This is an optimization exercise on Yosys and OpenROAD, whose aim is small area, a short achievable clock period and few clock cycles per item, not a production implementation. The RTL was checked by simulation tests, not by an equivalence proof against the original design.

the reference run:
## conv_top
module conv_top(
    input           clk,
    input           rst_n,
    input           start,
    input   [127:0] feature,
    input   [71:0]  weight,
    output          ready,
    output          done,
    output  [7:0]   c11_sa,
    output  [7:0]   c12_sa,
    output  [7:0]   c21_sa,
    output  [7:0]   c22_sa,
    output  [7:0]   c11_custom,
    output  [7:0]   c12_custom,
    output  [7:0]   c21_custom,
    output  [7:0]   c22_custom,
    output  [7:0]   c11_serial,
    output  [7:0]   c12_serial,
    output  [7:0]   c21_serial,
    output  [7:0]   c22_serial
);
    reg        done_r;
    wire       sel = done_r;
    wire [7:0] r11, r12, r21, r22;
    reg q0;
    reg q1;
    reg q2;
    reg q3;
    reg q4;
    reg q5;
    reg q6;
    reg q7;
    reg q8;
    reg q9;
    reg q10;
    reg q11;
    reg q12;
    reg q13;
    reg q14;
    reg q15;
    reg q16;
    reg q17;
    reg q18;
    reg q19;
    reg q20;
    reg q21;
    reg q22;
    reg q23;
    reg q24;
    reg q25;
    reg q26;
    reg q27;
    reg q28;
    reg q29;
    reg q30;
    reg q31;
    reg q32;
    reg q33;
    reg q34;
    reg q35;
    reg q36;
    reg q37;
    reg q38;
    reg q39;
    reg q40;
    reg q41;
    reg q42;
    reg q43;
    reg q44;
    reg q45;
    reg q46;
    reg q47;
    reg q48;
    reg q49;
    reg q50;
    reg q51;
    reg q52;
    reg q53;
    reg q54;
    reg q55;
    reg q56;
    reg q57;
    reg q58;
    reg q59;
    reg q60;
    reg q61;
    reg q62;
    reg q63;
    reg q64;
    reg q65;
    reg q66;
    reg q67;
    reg q68;
    reg q69;
    reg q70;
    reg q71;
    reg q72;
    reg q73;
    reg q74;
    reg q75;
    reg q76;
    reg q77;
    reg q78;
    reg q79;
    reg q80;
    reg q81;
    reg q82;
    reg q83;
    reg q84;
    reg q85;
    reg q86;
    reg q87;
    reg q88;
    reg q89;
    reg q90;
    reg q91;
    reg q92;
    reg q93;
    reg q94;
    reg q95;
    reg q96;
    reg q97;
    reg q98;
    reg q99;
    reg q100;
    reg q101;
    reg q102;
    reg q103;
    reg q104;
    reg q105;
    reg q106;
    reg q107;
    reg q108;
    reg q109;
    reg q110;
    reg q111;
    reg q112;
    reg q113;
    reg q114;
    reg q115;
    reg q116;
    reg q117;
    reg q118;
    reg q119;
    reg q120;
    reg q121;
    reg q122;
    reg q123;
  ...
For scale: ~150 flip-flops, roughly 300 I/O pins, roughly 30,000 um2 of cells after synthesis.
==> flow/config.mk <==
export PLATFORM = sky130hd
export DESIGN_NAME = conv_top
export DESIGN_NICKNAME = conv_top
export VERILOG_FILES = /design/flow/design.v
export SDC_FILE = /design/flow/constraint.sdc
export NUM_CORES = 4
export LEC_CHECK = 0
export CAP_MARGIN = 20
export CORE_MARGIN = 2
export CORE_UTILIZATION = 40
export SETUP_SLACK_MARGIN = 5.0
export SLEW_MARGIN = 20
export SYNTH_HIERARCHICAL = 1
export SYNTH_MINIMUM_KEEP_SIZE = 0
==> flow/constraint.sdc <==
create_clock -name core_clock -period 10.0 [get_ports {clk}]
set_input_delay 2.0000 -clock core_clock [delete_from_list [all_inputs] [get_ports {clk}]]
set_output_delay 2.0000 -clock core_clock [all_outputs]
set_load 0.01 [all_outputs]
run.sh (not shown) runs the stock make flow with config.mk's settings and CLKGATE_MAP_FILE= SYNTH_SCRIPT=/design/flow/synth_recipe.tcl, a recipe that flattens the netlist after the stock synthesis.
Testbench counts of the reference run, summed over its fixed seeds: cycles 512, items 256.
Edits applied to the flow inputs when going from the reference run to the trial run:
- SETUP_SLACK_MARGIN: 5.0 -> unset
==> run summary <==
For final cell count, the trial run and the reference run come out practically identical.
On met3 wirelength from detailed routing: the trial run sits below the reference run.
Count of buffers added by post-CTS timing repair for setup sits lower in the trial run than in the reference run.
The final reports for the trial run and the reference run show shortest clock period the worst path allows after layout higher in the former.
Max freq the reference run -> the trial run: degraded
No run among the trial run and the reference run stopped early or left any final violation; all are clean.
The buffering overhead of the trial run and that of the reference run are within noise of each other.
On the trial run: share of the clock period used by the worst path is 5.0 points higher than what the reference run gave.
Mean instance size in the synthesized netlist: the trial run vs the reference run identical


Setup of run 1:
conv_top, a different RTL version from the one above (not shown whole).
Size: roughly 1600 cells after synthesis, ~17 flip-flops, ~300 I/O pins, about 15000 um^2 of cells after synthesis.
Design conv_top, start of the top module:
module conv_top(
    input           clk,
    input           rst_n,
    input           start,
    input   [127:0] feature,
    input   [71:0]  weight,
    output          ready,
    output          done,
    output  [7:0]   c11_sa,
    output  [7:0]   c12_sa,
    output  [7:0]   c21_sa,
    output  [7:0]   c22_sa,
    output  [7:0]   c11_custom,
    output  [7:0]   c12_custom,
    output  [7:0]   c21_custom,
    output  [7:0]   c22_custom,
    output  [7:0]   c11_serial,
    output  [7:0]   c12_serial,
    output  [7:0]   c21_serial,
    output  [7:0]   c22_serial
);
    reg        done_r;
    wire       sel = done_r;
    wire [7:0] r11, r12, r21, r22;
    reg  [7:0] top_l, top_r;    
    wire [7:0] fw_0_0 = sel ? feature[32 +: 8] : feature[0 +: 8];
    wire [7:0] fw_0_1 = sel ? feature[40 +: 8] : feature[8 +: 8];
    wire [7:0] fw_0_2 = sel ? feature[48 +: 8] : feature[16 +: 8];
    wire [7:0] fw_0_3 = sel ? feature[56 +: 8] : feature[24 +: 8];
    wire [7:0] fw_1_0 = sel ? feature[64 +: 8] : feature[32 +: 8];
    wire [7:0] fw_1_1 = sel ? feature[72 +: 8] : feature[40 +: 8];
    wire [7:0] fw_1_2 = sel ? feature[80 +: 8] : feature[48 +: 8];
    wire [7:0] fw_1_3 = sel ? feature[88 +: 8] : feature[56 +: 8];
    wire [7:0] fw_2_0 = sel ? feature[96 +: 8] : feature[64 +: 8];
    wire [7:0] fw_2_1 = sel ? feature[104 +: 8] : feature[72 +: 8];
  ...
clock: 10.0 ns
lec_check: 0
cap_margin: 20
core_margin: 2
core_utilization: 70
slew_margin: 20
synth_hierarchical: 1
synth_minimum_keep_size: 0
standard.sh (not shown) runs the stock make flow with config.mk's settings and CLKGATE_MAP_FILE= SYNTH_SCRIPT=/design/flow/synth_recipe.tcl, a recipe that flattens the netlist after the stock synthesis.
==> flow/flow/run.sh <==
#!/bin/bash
# Own flow: the standard layout (standard.sh) unchanged, except that the
# port buffers are plain buffers (buf_2) rather than the cell buffer_ports
# picks by default (clkdlybuf4s50_1, a slow delay cell).
set -euo pipefail
bash standard.sh synth > synth.log 2>&1
bash standard.sh BUFFER_PORTS_ARGS="-buffer_cell sky130_fd_sc_hd__buf_2" finish > layout.log 2>&1
Testbench counts of run 1, summed over its fixed seeds: cycles 512, items 256.
Changes in run 2 relative to run 1:
Settings: CORE_UTILIZATION now 60, was 70.
==> run summary <==
- Global-route wire length before repair across run 2 and run 1: no real change.
- Re count of cells along the worst register-to-register path: run 2 is 4 up on run 1.
- [diff] design area, run 2 relative to run 1: regression
- Worst hold margin down 0.15 ns in run 2 wrt run 1
- Run 2 finished every stage and its layout cleared the timing, DRC and antenna checks.
- Run 2: utilization after layout 10 points below run 1
- Delta (run 2 minus run 1): sequential share of layout area level, final cell count without fillers went up 47, wire length per cell after detailed routing flat, measured slew at the worst slew-check pin saw a decrease.

separate check: timing with driven ports:
The flow's constraints put no driver on any port. The routed layouts listed below were extracted and timed again, unchanged, in two steps.
Step 1 assumes that a clkbuf_16 drives the clock port and a buf_2 every other input.
Step 2, shift: input delay + t, output delay - t, t = (earliest + latest rising clock arrival at the registers) / 2. This alone moves slack from input paths to output paths.
a / b / c = no drivers / after step 1 / after step 2; a / b = the first two.
run | t (ns) | setup slack, ns | latest minus earliest clock arrival (ns) | cell pins on the clock port's net
the reference run | 0.560 | 4.716 / 4.649 / 4.389 | 0.020 / 0.021 | 1
the trial run | 0.561 | 4.216 / 4.149 / 4.066 | 0.021 / 0.020 | 1
run 1 | 0.291 | 0.868 / 0.840 / 0.840 | 0.004 / 0.005 | 1
run 2 | 0.298 | 0.921 / 0.899 / 0.899 | 0.001 / 0.001 | 1
After both steps setup and hold are still met in every run listed. For the reference run, which loses most, drivers alone change the setup slack by -0.067 ns; drivers and shift together by -0.327 ns.
